This design comes from an exercise in tuning for small area on the open sky130 flow, not from production work.
Function was checked by simulation only, so behaviour that the tests miss may differ from the original.

rev 12:
==> module LCD_instance, before the edit <==
module LCD_instance(
    input                 clk,
    input                 rstn,
    input       [3:0]     col,
    output      [3:0]     row,
    output                LCD_CS,
    output                LCD_RST,
    output                LCD_RS,
    output                LCD_WR,
    output                LCD_RD,
    output       [15:0]   LCD_DATA,
    output                LCD_BLK
);
assign LCD_RST = rstn;
assign LCD_RD  = 1'b1;
assign LCD_BLK = 1'b1;
reg [11:0] scnt;             
reg        sclk;             
wire       scan_end = (scnt == 12'd1316);           
wire [11:0] scnt_step = {scnt[10:0], ~(scnt[11] ^ scnt[10])};
always @(posedge clk) begin
    if (!rstn) begin
        scnt <= 12'd0;
        sclk <= 1'b0;
    end else if (scan_end) begin
        scnt <= 12'd0;
        sclk <= ~sclk;
    end else begin
        scnt <= scnt_step;
    end
end
reg [1:0] ridx;              
always @(posedge clk or negedge rstn) begin
    if (!rstn)                 ridx <= 2'd0;
    else if (scan_end & ~sclk) ridx <= ridx + 1'b1;
end
assign row = ~(4'b0001 << ridx);
wire sample = scan_end & sclk & (ridx == 2'd0);
wire kphase = (scnt == 12'd1048) & sclk & (ridx == 2'd2);   
reg [5:0] kc0, kc1;
wire kp0 = kphase & (kc0 == 6'd61);
wire kp1 = kphase & (kc1 == 6'd61);
reg         Initial_finish;
reg         crst;            
reg  [7:0]  L;               
reg  [10:0] H;               
wire [10:0] H_step = {H[9:0], ~(H[10] ^ H[1])};
wire        H_300  = (H == 11'd952);     
wire        H_400  = (H == 11'd1553);    
wire        H_1999 = (H == 11'd1152);    
wire        L_ge106 = (L >= 8'd106);
wire        rep = (H == 11'd0) ? L_ge106 : (H_300 ? ~L_ge106 : 1'b1);
wire       kill    = Initial_finish & ~crst;
wire [7:0] addr_nc = (~Initial_finish & rep) ? 8'd106 : L;
wire [7:0] addr    = kill ? 8'h7F : addr_nc;
wire color_finish = (addr == 8'h8C);     
wire clear_finish = (addr == 8'h9C);     
reg       wact;
reg [1:0] wph;
wire      addr_en = wact & (wph == 2'd3);
wire      write_en;
wire      w_en    = Initial_finish ? write_en : kp0;
wire      w_stop  = Initial_finish & (color_finish | clear_finish);
wire      if_set  = ~Initial_finish & ~rep & (L == 8'd107);
always @(posedge clk or negedge rstn) begin
    if (!rstn) begin
        wact <= 1'b0;
        wph  <= 2'd0;
    end else if (if_set) begin
        wact <= 1'b0;
        wph  <= 2'd0;
    end else if (wact) begin
        wph <= wph + 1'b1;
        if ((wph == 2'd3) & w_stop) wact <= 1'b0;
    end else if (w_en) begin
        wact <= 1'b1;
    end
end
assign LCD_CS = ~wact;
assign LCD_WR = ~(wact & (wph == 2'd1));
always @(posedge clk or negedge rstn) begin
    if (!rstn)       Initial_finish <= 1'b0;
    else if (if_set) Initial_finish <= 1'b1;
end
localparam S_CWE  = 3'd7;
localparam S_CW   = 3'd6;
localparam S_DLY  = 3'd4;
localparam S_CCE  = 3'd5;
localparam S_CC   = 3'd1;
localparam S_AC   = 3'd0;
reg        blk;
wire [2:0] cst = kc0[5:3];
wire       blk_start = ~blk & kp1 & Initial_finish;
wire       in_dly = blk & (cst == S_DLY);
wire       delay_finish = H_1999;
reg  [2:0] nst;
always @(*) begin
    case (cst)
        S_AC:   nst = S_CWE;
        S_CWE:  nst = S_CW;
        S_CW:   nst = color_finish ? S_DLY : S_CW;
        S_DLY:  nst = delay_finish ? S_CCE : S_DLY;
        S_CCE:  nst = S_CC;
        S_CC:   nst = clear_finish ? S_AC : S_CC;
        default: nst = S_CWE;
    endcase
end
always @(posedge clk or negedge rstn) begin
    if (!rstn)          blk <= 1'b0;
    else if (blk_start) blk <= 1'b1;
end
always @(negedge clk or negedge rstn) begin
    if (!rstn) crst <= 1'b0;
    else       crst <= blk & (cst != S_AC);    
end
assign write_en = blk_start | (blk & (cst == S_AC)) | (in_dly & delay_finish);
wire L_inc  = addr_en;
wire [7:0] L_p1 = L + 1'b1;
wire rep_c = (L == 8'h8B) | (L == 8'h9B);     
wire [7:0] L_nx = (L[3:0] == 4'd12) ? {L[7:4] + 4'd1, 4'd0} : L_p1;
always @(posedge clk or negedge rstn) begin
    if (!rstn) begin
        L   <= 8'd0;
        H   <= 11'd0;
    end else if (Initial_finish) begin
        if (!crst) begin
            L <= 8'h7F;
            H <= 11'd0;
        end else begin
            if (in_dly)
                H <= H_step;
            else if (rep_c)
                H <= addr_en ? (H_400 ? 11'd0 : H_step) : H;
            else
                H <= 11'd0;
            if (addr_en) begin
                if (rep_c & ~H_400) L <= L;
                else if (L == 8'h9C) L <= 8'h7F;
                else L <= L_nx;
            end
        end
    end else if (addr_en) begin
        L <= L_p1;
        if (L == 8'd255) H <= H_step;
    end
end
wire [3:0] ci = kc1[3:0];
wire [3:0] ri = {kc1[5:4], kc0[1:0]};
wire [3:0] ri_p1 = ri + 1'b1;
always @(posedge clk or negedge rstn) begin
    if (!rstn) begin
        kc0 <= 6'd0;
        kc1 <= 6'd0;
    end else if (blk) begin
        kc0[5:3] <= nst;
        if ((cst == S_CC) & clear_finish) begin    
            if (ci == 4'd11) begin
                kc1 <= {ri_p1[3:2], 4'd0};
                kc0[1:0] <= ri_p1[1:0];
            end else begin
                kc1[3:0] <= ci + 1'b1;
            end
        end
    end else if (blk_start) begin
        kc0 <= {S_CWE, 3'd0};
        kc1 <= 6'd0;
    end else if (sample) begin
        kc0 <= col[0] ? 6'd0 : (kc0 == 6'd59) ? kc0 : {kc0[4:0], ~(kc0[5] ^ kc0[0])};
        kc1 <= col[1] ? 6'd0 : (kc1 == 6'd59) ? kc1 : {kc1[4:0], ~(kc1[5] ^ kc1[0])};
    end
end
wire [3:0] slot    = addr_nc[3:0];
wire       par_row = (slot >= 4'd6) & (slot <= 4'd9);
wire       par_end = (slot == 4'd4) | (slot == 4'd8) | (slot == 4'd9);
wire [3:0] par_idx = par_row ? ri : ci;
wire [8:0] par_val = {1'b0, par_idx, 4'b0} + {3'b0, par_idx, 2'b0} + (par_end ? 9'd19 : 9'd0);
reg [7:0] addr_q;
always @(posedge clk) addr_q <= addr;
wire [15:0] B_DATA;
BlockROM16 BlockROM_Data(.addr(addr_q), .data(B_DATA));
BlockROM1  BlockROM_Flag(.addr(addr_q), .data(LCD_RS));
reg [15:0] win;
always @(*) begin
    case (slot)
        4'd0:       win = 16'h002A;
        4'd1, 4'd3: win = 16'h0000;
        4'd2, 4'd4,
        4'd7, 4'd9: win = {8'b0, par_val[7:0]};
        4'd5:       win = 16'h002B;
        4'd6, 4'd8: win = {15'b0, par_val[8]};
        4'd10:      win = 16'h002C;
        default:    win = addr_nc[4] ? 16'hF800 : 16'hFFE0;
    endcase
end
wire [15:0] data_nc = addr_nc[7] ? win : B_DATA;
assign LCD_DATA = kill ? B_DATA : data_nc;
endmodule
Settings: LEC_CHECK=0, ABC_AREA=1, CAP_MARGIN=20, CORE_MARGIN=2, CORE_UTILIZATION=65, CTS_BUF_LIST=sky130_fd_sc_hd__clkbuf_8, SLEW_MARGIN=20; clock period 10.0 ns.
standard.sh (not shown) runs the stock make flow with config.mk's settings and CLKGATE_MAP_FILE= SYNTH_SCRIPT=/design/flow/synth_recipe.tcl, a recipe that flattens the netlist after the stock synthesis.
==> flow/flow/run.sh <==
#!/bin/bash
# Own flow: the standard synthesis (unchanged), then its combinational
# logic re-mapped by ABC with an area-oriented script (the registers, their
# names and cell types are left as they are), then the standard layout
# from floorplan to finish, with buf_1 as the port buffer and a clock tree
# without dummy loads.
set -euo pipefail
W=$(pwd)
R=$W/orfs/results/$FLOW_PLATFORM/LCD_instance/base
YOSYS=$FLOW_HOME/../tools/install/yosys/bin/yosys
[[ -x $YOSYS ]] || YOSYS=yosys

bash standard.sh synth > $W/flow_1_synth.log 2>&1

cp $R/1_2_yosys.v $W/standard_1_2_yosys.v
RESYN_LIB=$FLOW_HOME/platforms/$FLOW_PLATFORM/lib/sky130_fd_sc_hd__tt_025C_1v80.lib \
RESYN_IN=$W/standard_1_2_yosys.v \
RESYN_OUT=$W/resyn_1_2_yosys.v \
RESYN_ABC=$W/flow/resyn.abc \
RESYN_TOP=$FLOW_TOP \
  $YOSYS -c $W/flow/resyn.tcl > $W/flow_2_resyn.log 2>&1
cp $W/resyn_1_2_yosys.v $R/1_2_yosys.v

# Port buffers: the standard flow's buffer_ports, with the smallest buffer.
export BUFFER_PORTS_ARGS="-buffer_cell sky130_fd_sc_hd__buf_1"
# Clock tree: the standard flow's CTS with clkbuf_8 buffers and no dummy
# loads.
export CTS_ARGS="-sink_clustering_enable -repair_clock_nets -buf_list sky130_fd_sc_hd__clkbuf_8 -dont_use_dummy_load"
bash standard.sh finish > $W/flow_3_layout.log 2>&1
Other scripts of this flow, unchanged in this note and not shown: flow/flow/resyn.abc, flow/flow/resyn.tcl
[inputs] rev 13 vs rev 12
--- a/flow/design.v
+++ b/flow/design.v
@@ -776,16 +776,16 @@
 assign LCD_WR = ~(wact & (wph == 2'd1));
 always @(posedge clk or negedge rstn) begin
     if (!rstn)       Initial_finish <= 1'b0;
     else if (if_set) Initial_finish <= 1'b1;
 end
-localparam S_CWE  = 3'd7;
-localparam S_CW   = 3'd6;
-localparam S_DLY  = 3'd4;
-localparam S_CCE  = 3'd5;
-localparam S_CC   = 3'd1;
-localparam S_AC   = 3'd0;
+localparam S_CWE  = 3'd0;
+localparam S_CW   = 3'd1;
+localparam S_DLY  = 3'd2;
+localparam S_CCE  = 3'd3;
+localparam S_CC   = 3'd4;
+localparam S_AC   = 3'd5;
 reg        blk;
 wire [2:0] cst = kc0[5:3];
 wire       blk_start = ~blk & kp1 & Initial_finish;
 wire       in_dly = blk & (cst == S_DLY);
 wire       delay_finish = H_1999;
[summary]
Number of signal-net buffers in the layout of rev 13 falls short of that of rev 12 by a few percent. Rev 13 vs rev 12, first-pass GRT wire length went down by 370 um. Summary: with rev 12 as the reference, design area in rev 13 moved down slightly. Compared with rev 12, rev 13 shows final HPWL from detailed placement that has gone up by a few percent. In rev 13 relative to rev 12, overall routed net length had gone up by a few percent. Setup slack in rev 13 is smaller than in rev 12.
